This is an optimization exercise on Yosys and OpenROAD, whose aim is small area, a short achievable clock period and few clock cycles, not a production implementation.
In this exercise RTL edits were held to simulation tests only and were not proved equivalent to the original.
Power figures rest on the tool's default switching activity, not on a simulated workload.

v6:
==> flow/design.v <==
`timescale 1ns / 1ps
module CacheController(
    rst,
    clk,
    wr,
    rd,
    data_rd,
    data_wr,
    addr_req,
    addr_resp,
    rdy,
    busy,
    wr_mem,
    rd_mem,
    busy_mem,
    data_rd_mem,
    data_wr_mem,
    addr_mem,
    cache_miss_count,
    cache_hit_count
    );
    input  rst; 
    input  clk; 
    input  wr;
    input  rd;
    output [31:0] data_rd;
    reg    [31:0] data_rd;
    input  [31:0] data_wr;
    input  [31:0] addr_req;
    output [31:0] addr_resp;
    reg    [31:0] addr_resp;
    output rdy;
    reg    rdy;
    output busy;
    output  wr_mem;
    output  rd_mem;
    input   busy_mem;
    input  [31:0] data_rd_mem;
    output [31:0] data_wr_mem;
    output [31:0] addr_mem;
    output [31:0] cache_miss_count;
    reg    [31:0] cache_miss_count;
    output [31:0] cache_hit_count;
    reg    [31:0] cache_hit_count;
    reg [15:0]  cache_valid;
    reg [23:0]  cache_tag [15:0];
    wire [23:0] addr_tag   = addr_req[31:8];
    wire [3:0]  addr_index = addr_req[7:4];
    assign busy        = busy_mem;
    assign rd_mem      = rd & ~rst;
    assign wr_mem      = wr & ~rst;
    assign addr_mem    = addr_req;
    assign data_wr_mem = data_wr;
    wire accept = (rd | wr) & ~busy_mem;
    reg         v1;
    reg  [31:0] a1;
    reg  [31:0] d1;
    reg  [23:0] old_tag;
    reg         old_valid;
    wire        hit1 = old_valid && (old_tag == a1[31:8]);
    always @(posedge clk) begin
        old_tag   <= cache_tag[addr_index];
        old_valid <= cache_valid[addr_index];
        a1        <= addr_req;
        d1        <= data_rd_mem;
        addr_resp <= a1;
        data_rd   <= d1;
    end
    genvar i;
    generate
        for (i = 0; i < 16; i = i + 1) begin : line
            always @(posedge clk)
                if (accept && addr_index == i)
                    cache_tag[i] <= addr_tag;
        end
    endgenerate
    always @(posedge clk or posedge rst) begin
        if (rst) begin
            v1               <= 1'b0;
            rdy              <= 1'b0;
            cache_valid      <= 16'h0000;
            cache_hit_count  <= 32'h0;
            cache_miss_count <= 32'h0;
        end else begin
            v1  <= accept;
            rdy <= v1;
            if (accept)
                cache_valid[addr_index] <= 1'b1;
            if (v1) begin
                if (hit1)
                    cache_hit_count  <= cache_hit_count + 1'b1;
                else
                    cache_miss_count <= cache_miss_count + 1'b1;
            end
        end
    end
endmodule
clock: 6.5 ns
lec_check: 0
cap_margin: 20
core_margin: 2
core_utilization: 70
cts_buf_list: sky130_fd_sc_hd__clkbuf_16
cts_cluster_diameter: 100
cts_cluster_size: 25
setup_slack_margin: 3.6
slew_margin: 20
standard.sh (not shown) runs the stock make flow with config.mk's settings and CLKGATE_MAP_FILE= SYNTH_SCRIPT=/design/flow/synth_recipe.tcl, a recipe that flattens the netlist after the stock synthesis.
==> flow/flow/run.sh <==
#!/bin/bash
# The standard layout (the standard.sh, unchanged synthesis and steps),
# with the port buffers that global placement inserts made of the smallest
# buffer cell instead of the one buffer_ports picks by itself; the resizer
# still upsizes any that timing or slew needs.
set -euo pipefail
export BUFFER_PORTS_ARGS="-buffer_cell sky130_fd_sc_hd__buf_1"
bash standard.sh > standard_flow.log 2>&1
Testbench counts of v6, summed over its fixed seeds: cycles 12,016.
Input changes introduced in v7 (baseline for comparison: v6):
==> flow/design.v, changed modules only <==
module CacheController(
    rst,
    clk,
    wr,
    rd,
    data_rd,
    data_wr,
    addr_req,
    addr_resp,
    rdy,
    busy,
    wr_mem,
    rd_mem,
    busy_mem,
    data_rd_mem,
    data_wr_mem,
    addr_mem,
    cache_miss_count,
    cache_hit_count
    );
    input  rst; 
    input  clk; 
    input  wr;
    input  rd;
    output [31:0] data_rd;
    reg    [31:0] data_rd;
    input  [31:0] data_wr;
    input  [31:0] addr_req;
    output [31:0] addr_resp;
    reg    [31:0] addr_resp;
    output rdy;
    reg    rdy;
    output busy;
    output  wr_mem;
    reg     wr_mem;
    output  rd_mem;
    reg     rd_mem;
    input   busy_mem;
    input  [31:0] data_rd_mem;
    output [31:0] data_wr_mem;
    reg    [31:0] data_wr_mem;
    output [31:0] addr_mem;
    reg    [31:0] addr_mem;
    output [31:0] cache_miss_count;
    reg    [31:0] cache_miss_count;
    output [31:0] cache_hit_count;
    reg    [31:0] cache_hit_count;
    reg [15:0]  cache_valid;
    reg [23:0]  cache_tag [15:0];
    reg  [23:0] old_tag;          
    reg         old_valid;
    wire [23:0] addr_tag   = addr_req[31:8];
    wire [3:0]  addr_index = addr_req[7:4];
    wire stall  = (rd_mem | wr_mem) & busy_mem;     
    wire done   = (rd_mem | wr_mem) & ~busy_mem;    
    assign busy = stall | (wr_mem & wr);
    wire accept = (rd | wr) & ~busy;
    wire hit = old_valid && (old_tag == addr_mem[31:8]);
    always @(posedge clk) begin
        if (!stall) begin
            addr_mem    <= addr_req;
            data_wr_mem <= data_wr;
        end
        if (accept) begin
            old_tag   <= cache_tag[addr_index];
            old_valid <= cache_valid[addr_index];
        end
        addr_resp <= addr_mem;
        data_rd   <= data_rd_mem;
    end
    genvar i;
    generate
        for (i = 0; i < 16; i = i + 1) begin : line
            always @(posedge clk)
                if (accept && addr_index == i)
                    cache_tag[i] <= addr_tag;
        end
    endgenerate
    always @(posedge clk or posedge rst) begin
        if (rst) begin
            rdy              <= 1'b0;
            rd_mem           <= 1'b0;
            wr_mem           <= 1'b0;
            cache_valid      <= 16'h0000;
            cache_hit_count  <= 32'h0;
            cache_miss_count <= 32'h0;
        end else begin
            rdy <= done;
            if (!stall) begin
                rd_mem <= rd & ~busy;
                wr_mem <= wr & ~busy;
            end
            if (accept)
                cache_valid[addr_index] <= 1'b1;
            if (done) begin
                if (hit)
                    cache_hit_count  <= cache_hit_count + 1'b1;
                else
                    cache_miss_count <= cache_miss_count + 1'b1;
            end
        end
    end
endmodule
### Flow results
- Of v6 and v7, the run reporting the lower power consumption was v6.
- Area of the multi-input gates in v7 vs v6: up 4.4%
- Setup violation total in the final timing report: v6 vs v7 identical
- Total routing usage reported by global routing: v6 and v7 compared, higher one is v7
- On H-tree depth, v6 and v7 are neck and neck.
- Summary of v7 over v6: number of gates resized after cts has decreased; worst-case setup slack after placement shows a reduction of 95 ps.
- v7 vs v6: critical path depth up in v7
- addr_req[7] as the launching element of the worst setup path was reported by v6, and busy_mem by v7.
- Lower HPWL after detailed placement goes to v6 over v7.
- Summary of v7 over v6: die area increased about 1.9%; largest net degree at the start of global routing increased about 6%.
Testbench counts of v7, summed over its fixed seeds: cycles 14,249.

## afterwards: timing with drivers on the ports
No port has a modelled driver above. Below, the same layouts with a new extraction and two added sets of constraints. Step 1, drivers: a clkbuf_16 drives clk and a buf_2 each remaining input, both assumed. Step 2, shift: input delay + t, output delay - t, t = (earliest + latest rising clock arrival at the registers) / 2. This alone moves slack from input paths to output paths. a / b / c = ideal ports / drivers / drivers and shift; a / b = the first two.
| run | t, ns | setup slack, ns | worst setup path at the end | latest minus earliest clock arrival (ns) | worst data-port slew with drivers (ns) |
|---|---|---|---|---|---|
| v6 | 0.632 | 3.536 / 3.392 / 2.778 | input to register | 0.020 / 0.020 | 0.20 |
| v7 | 0.624 | 3.460 / 3.416 / 2.900 | input to register | 0.024 / 0.024 | 0.06 |
After both steps every run listed still meets setup and hold. The setup slack of v6, which loses most, moves by -0.144 ns with the drivers and by -0.758 ns with both steps.
